This design comes from an exercise in tuning for small area and a short achievable clock period on the open sky130 flow, not from production work.

// bist
module bist #(parameter size = 6, length = 8) (
    input  logic clk,
    input  logic rst,
    input  logic start,
    input  logic csin,
    input  logic rwbarin,
    input  logic opr,
    input  logic [size-1:0] address,
    input  logic [length-1:0] datain,
    output logic [length-1:0] dataout,
    output logic fail
);
==> module bist, before the edit <==
module bist #(parameter size = 6, length = 8) (
    input  logic clk,
    input  logic rst,
    input  logic start,
    input  logic csin,
    input  logic rwbarin,
    input  logic opr,
    input  logic [size-1:0] address,
    input  logic [length-1:0] datain,
    output logic [length-1:0] dataout,
    output logic fail
);
    logic        test;       
    logic [9:0]  cnt;        
    logic        cout;       
    logic        h;          
    logic [63:0][7:0] mem;
    genvar g, j, b;
    logic [7:0] pat;
    always_comb begin
        case (cnt[9:7])
            3'd0: pat = 8'hAA;
            3'd1: pat = 8'h55;
            3'd2: pat = 8'hF0;
            3'd3: pat = 8'h0F;
            3'd4: pat = 8'h00;
            3'd5: pat = 8'hFF;
            3'd6: pat = 8'h33;
            default: pat = 8'hCC;
        endcase
    end
    logic       test_l;      
    logic       test_h;      
    logic       test_o;      
    logic       trd;         
    logic       twr;         
    logic       cs, nrw;
    logic [7:0] d;
    assign cs  = test | csin;
    assign nrw = twr | (~test_h & ~rwbarin);
    assign d   = test ? pat : datain;
    logic [7:0] alo, ahir, ahiw, tlo, thir, thiw;
    logic [7:0] lo, hir, hiw;
    always_comb begin
        for (int i = 0; i < 8; i++) begin
            alo[i]  = (address[2:0] == i[2:0]);
            ahir[i] = (address[5:3] == i[2:0]) & rwbarin;
            ahiw[i] = (address[5:3] == i[2:0]) & csin & ~rwbarin;
            tlo[i]  = (cnt[2:0] == i[2:0]);
            thir[i] = (cnt[5:3] == i[2:0]) & cnt[6];
            thiw[i] = (cnt[5:3] == i[2:0]) & ~cnt[6];
        end
    end
    logic [7:0] tlo_x, thir_x, thiw_x;
    assign tlo_x  = tlo  | {8{~test}};
    assign thir_x = thir | {8{~test}};
    assign thiw_x = thiw | {8{~test}};
    generate
        for (g = 0; g < 8; g++) begin : g_dec
            cell_o21a u_lo  (.a1(alo[g]),  .a2(test_l), .b1(tlo_x[g]),  .y(lo[g]));
            cell_o21a u_hir (.a1(ahir[g]), .a2(test_h), .b1(thir_x[g]), .y(hir[g]));
            cell_o21a u_hiw (.a1(ahiw[g]), .a2(test_h), .b1(thiw_x[g]), .y(hiw[g]));
        end
    endgenerate
    generate
        for (g = 0; g < 8; g++) begin : g_grp
            for (j = 0; j < 8; j++) begin : g_row
                logic we, wen;
                logic [7:0] nxt;
                cell_nand2 u_wen (.a(hiw[g]), .b(lo[j]), .y(wen));
                cell_inv   u_we  (.a(wen), .y(we));
                for (b = 0; b < 8; b++) begin : g_bit
                    cell_ao22 u_hold (.a1(mem[8*g+j][b]), .a2(wen), .b1(d[b]), .b2(we), .y(nxt[b]));
                end
                always_ff @(posedge clk) mem[8*g+j] <= nxt;
            end
        end
    endgenerate
    logic [7:0][7:0] grp;    
    logic [7:0] rsel, rdn_d, rdata_n;
    logic [7:0] wd;
    assign wd = d & {8{nrw}};
    generate
        for (b = 0; b < 8; b++) begin : g_rbit
            for (g = 0; g < 8; g++) begin : g_rgrp
                logic [7:0] col;
                for (j = 0; j < 8; j++) begin : g_col
                    assign col[j] = mem[8*g+j][b];
                end
                cell_ao8 u_g (.s(lo), .q(col), .y(grp[b][g]));
            end
            cell_ao8  u_s (.s(hir), .q(grp[b]), .y(rsel[b]));
            cell_nor2 u_n (.a(rsel[b]), .b(wd[b]), .y(rdn_d[b]));
        end
    endgenerate
    always_ff @(posedge clk) begin
        if (cs) rdata_n <= rdn_d;
    end
    logic [7:0] rq_idle, rq_test;
    assign rq_idle = ~rdata_n & {8{~test_o}};
    assign rq_test = ~rdata_n & {8{trd}};
    generate
        for (b = 0; b < 8; b++) begin : g_out
            cell_a31o u_o (.a1(rq_idle[b]), .a2(csin), .a3(rwbarin), .b1(rq_test[b]), .y(dataout[b]));
        end
    endgenerate
    logic       test_nx;
    logic [9:0] cnt_nx;
    assign test_nx = test ? ~cout : start;
    assign cnt_nx  = !test ? 10'd0 : (&cnt) ? cnt : cnt + 10'd1;
    always_ff @(posedge clk or posedge rst) begin
        if (rst) begin
            test <= 1'b0;
            trd  <= 1'b0;
            twr  <= 1'b0;
        end else begin
            test <= test_nx;
            trd  <= test_nx & cnt_nx[6];
            twr  <= test_nx & ~cnt_nx[6];
        end
    end
    cell_dffr u_test_l (.clk(clk), .rst(rst), .d(test_nx), .q(test_l));
    cell_dffr u_test_h (.clk(clk), .rst(rst), .d(test_nx), .q(test_h));
    cell_dffr u_test_o (.clk(clk), .rst(rst), .d(test_nx), .q(test_o));
    always_ff @(posedge clk) begin
        if (!test) begin
            cnt  <= 10'd0;
            cout <= 1'b0;
        end else begin
            cout <= &cnt;
            if (!(&cnt)) cnt <= cnt + 10'd1;
        end
    end
    logic mism;
    assign mism = cnt[6] ? (pat != ~rdata_n) : (pat != 8'h00);
    always_ff @(posedge clk or posedge rst) begin
        if (rst) begin
            h    <= 1'b0;
            fail <= 1'b0;
        end else begin
            h    <= cnt[6];
            fail <= test & opr & h & mism;
        end
    end
endmodule
==> module cell_o21a, before the edit <==
module cell_o21a (input logic a1, a2, b1, output logic y);
    assign y = (a1 | a2) & b1;
endmodule
Settings: LEC_CHECK=0, CAP_MARGIN=20, CORE_MARGIN=2, CORE_UTILIZATION=45, CTS_BUF_LIST=sky130_fd_sc_hd__clkbuf_16, CTS_CLUSTER_DIAMETER=80, CTS_CLUSTER_SIZE=30, SETUP_SLACK_MARGIN=2.0, SLEW_MARGIN=20, SYNTH_HIERARCHICAL=1; clock period 5.0 ns.
standard.sh (not shown) runs the stock make flow with config.mk's settings and CLKGATE_MAP_FILE= SYNTH_SCRIPT=/design/flow/synth_recipe.tcl, a recipe that flattens the netlist after the stock synthesis.
==> flow/flow/run.sh <==
#!/bin/bash
# Layout flow: the standard ORFS flow (standard.sh), with the port
# buffers made of buf_4 cells instead of the default delay-buffer cells.
set -euo pipefail
bash standard.sh 'BUFFER_PORTS_ARGS=-buffer_cell sky130_fd_sc_hd__buf_4' ${EXTRA_MAKE_ARGS:-} finish > flow_make.log 2>&1
Next try:
--- a/flow/design.v
+++ b/flow/design.v
@@ -12,13 +12,12 @@
 );
     logic        test;       
     logic [9:0]  cnt;        
     logic        cout;       
     logic        h;          
     logic [63:0][7:0] mem;
-    genvar g, j, b;
     logic [7:0] pat;
     always_comb begin
         case (cnt[9:7])
             3'd0: pat = 8'hAA;
             3'd1: pat = 8'h55;
             3'd2: pat = 8'hF0;
@@ -26,45 +25,33 @@
             3'd4: pat = 8'h00;
             3'd5: pat = 8'hFF;
             3'd6: pat = 8'h33;
             default: pat = 8'hCC;
         endcase
     end
-    logic       test_l;      
-    logic       test_h;      
+    logic       test_a;      
     logic       test_o;      
     logic       trd;         
     logic       twr;         
-    logic       cs, nrw;
+    logic       cs, rw, wr;
+    logic [5:0] a;
     logic [7:0] d;
-    assign cs  = test | csin;
-    assign nrw = twr | (~test_h & ~rwbarin);
-    assign d   = test ? pat : datain;
-    logic [7:0] alo, ahir, ahiw, tlo, thir, thiw;
+    assign cs = test | csin;
+    assign rw = trd | (~test_a & rwbarin);
+    assign wr = twr | (~test_a & csin & ~rwbarin);
+    assign a  = test_a ? cnt[5:0] : address;
+    assign d  = test ? pat : datain;
     logic [7:0] lo, hir, hiw;
     always_comb begin
         for (int i = 0; i < 8; i++) begin
-            alo[i]  = (address[2:0] == i[2:0]);
-            ahir[i] = (address[5:3] == i[2:0]) & rwbarin;
-            ahiw[i] = (address[5:3] == i[2:0]) & csin & ~rwbarin;
-            tlo[i]  = (cnt[2:0] == i[2:0]);
-            thir[i] = (cnt[5:3] == i[2:0]) & cnt[6];
-            thiw[i] = (cnt[5:3] == i[2:0]) & ~cnt[6];
+            lo[i]  = (a[2:0] == i[2:0]);
+            hir[i] = (a[5:3] == i[2:0]) & rw;
+            hiw[i] = (a[5:3] == i[2:0]) & wr;
         end
     end
-    logic [7:0] tlo_x, thir_x, thiw_x;
-    assign tlo_x  = tlo  | {8{~test}};
-    assign thir_x = thir | {8{~test}};
-    assign thiw_x = thiw | {8{~test}};
-    generate
-        for (g = 0; g < 8; g++) begin : g_dec
-            cell_o21a u_lo  (.a1(alo[g]),  .a2(test_l), .b1(tlo_x[g]),  .y(lo[g]));
-            cell_o21a u_hir (.a1(ahir[g]), .a2(test_h), .b1(thir_x[g]), .y(hir[g]));
-            cell_o21a u_hiw (.a1(ahiw[g]), .a2(test_h), .b1(thiw_x[g]), .y(hiw[g]));
-        end
-    endgenerate
+    genvar g, j, b;
     generate
         for (g = 0; g < 8; g++) begin : g_grp
             for (j = 0; j < 8; j++) begin : g_row
                 logic we, wen;
                 logic [7:0] nxt;
                 cell_nand2 u_wen (.a(hiw[g]), .b(lo[j]), .y(wen));
@@ -76,13 +63,13 @@
             end
         end
     endgenerate
     logic [7:0][7:0] grp;    
     logic [7:0] rsel, rdn_d, rdata_n;
     logic [7:0] wd;
-    assign wd = d & {8{nrw}};
+    assign wd = d & {8{~rw}};
     generate
         for (b = 0; b < 8; b++) begin : g_rbit
             for (g = 0; g < 8; g++) begin : g_rgrp
                 logic [7:0] col;
                 for (j = 0; j < 8; j++) begin : g_col
                     assign col[j] = mem[8*g+j][b];
@@ -116,14 +103,13 @@
         end else begin
             test <= test_nx;
             trd  <= test_nx & cnt_nx[6];
             twr  <= test_nx & ~cnt_nx[6];
         end
     end
-    cell_dffr u_test_l (.clk(clk), .rst(rst), .d(test_nx), .q(test_l));
-    cell_dffr u_test_h (.clk(clk), .rst(rst), .d(test_nx), .q(test_h));
+    cell_dffr u_test_a (.clk(clk), .rst(rst), .d(test_nx), .q(test_a));
     cell_dffr u_test_o (.clk(clk), .rst(rst), .d(test_nx), .q(test_o));
     always_ff @(posedge clk) begin
         if (!test) begin
             cnt  <= 10'd0;
             cout <= 1'b0;
         end else begin
@@ -164,9 +150,6 @@
 module cell_dffr (input logic clk, rst, d, output logic q);
     always_ff @(posedge clk or posedge rst) begin
         if (rst) q <= 1'b0;
         else     q <= d;
     end
 endmodule
-module cell_o21a (input logic a1, a2, b1, output logic y);
-    assign y = (a1 | a2) & b1;
-endmodule
After rerunning:
- worst setup slack gains 42 ps
- register-to-register slack improves by 40 ps
- sequential share of layout area stays flat
- die area decreases by 1.8%
- global-route usage rose by 0.95 points
- non-clock buffer count climbs by 16
- critical path depth rose by 2
- final cell count fell by 1.8%
- core utilization is higher by 0.93 points
No run of this note included a check of the RTL's function; only the layout flow was run.

-- afterwards: timing with drivers on the ports --
How much do the figures lean on ideal ports? The routed layouts below were timed once more, with nothing changed but the port constraints. Step 1 (the two cells are an assumption about what drives the block):
set clk [get_ports {clk}]
set_driving_cell -lib_cell sky130_fd_sc_hd__clkbuf_16 $clk
set_driving_cell -lib_cell sky130_fd_sc_hd__buf_2 [delete_from_list [all_inputs] $clk]
Step 2, shift: input delay + t, output delay - t, t = (earliest + latest rising clock arrival at the registers) / 2. This alone moves slack from input paths to output paths. a / b / c = ideal / step 1 / step 2; a / b = the first two.
run | t, ns | setup WS [ns] | worst hold slack (ns)
the first run | 0.653 | 2.048 / 2.048 / 1.558 | 0.237 / 0.210 / 0.493
the second run | 0.647 | 2.090 / 2.090 / 1.670 | 0.239 / 0.210 / 0.438
After both steps every run listed still meets setup and hold. For the first run, which loses most, drivers alone change the setup slack by 0.000 ns; drivers and shift together by -0.490 ns.
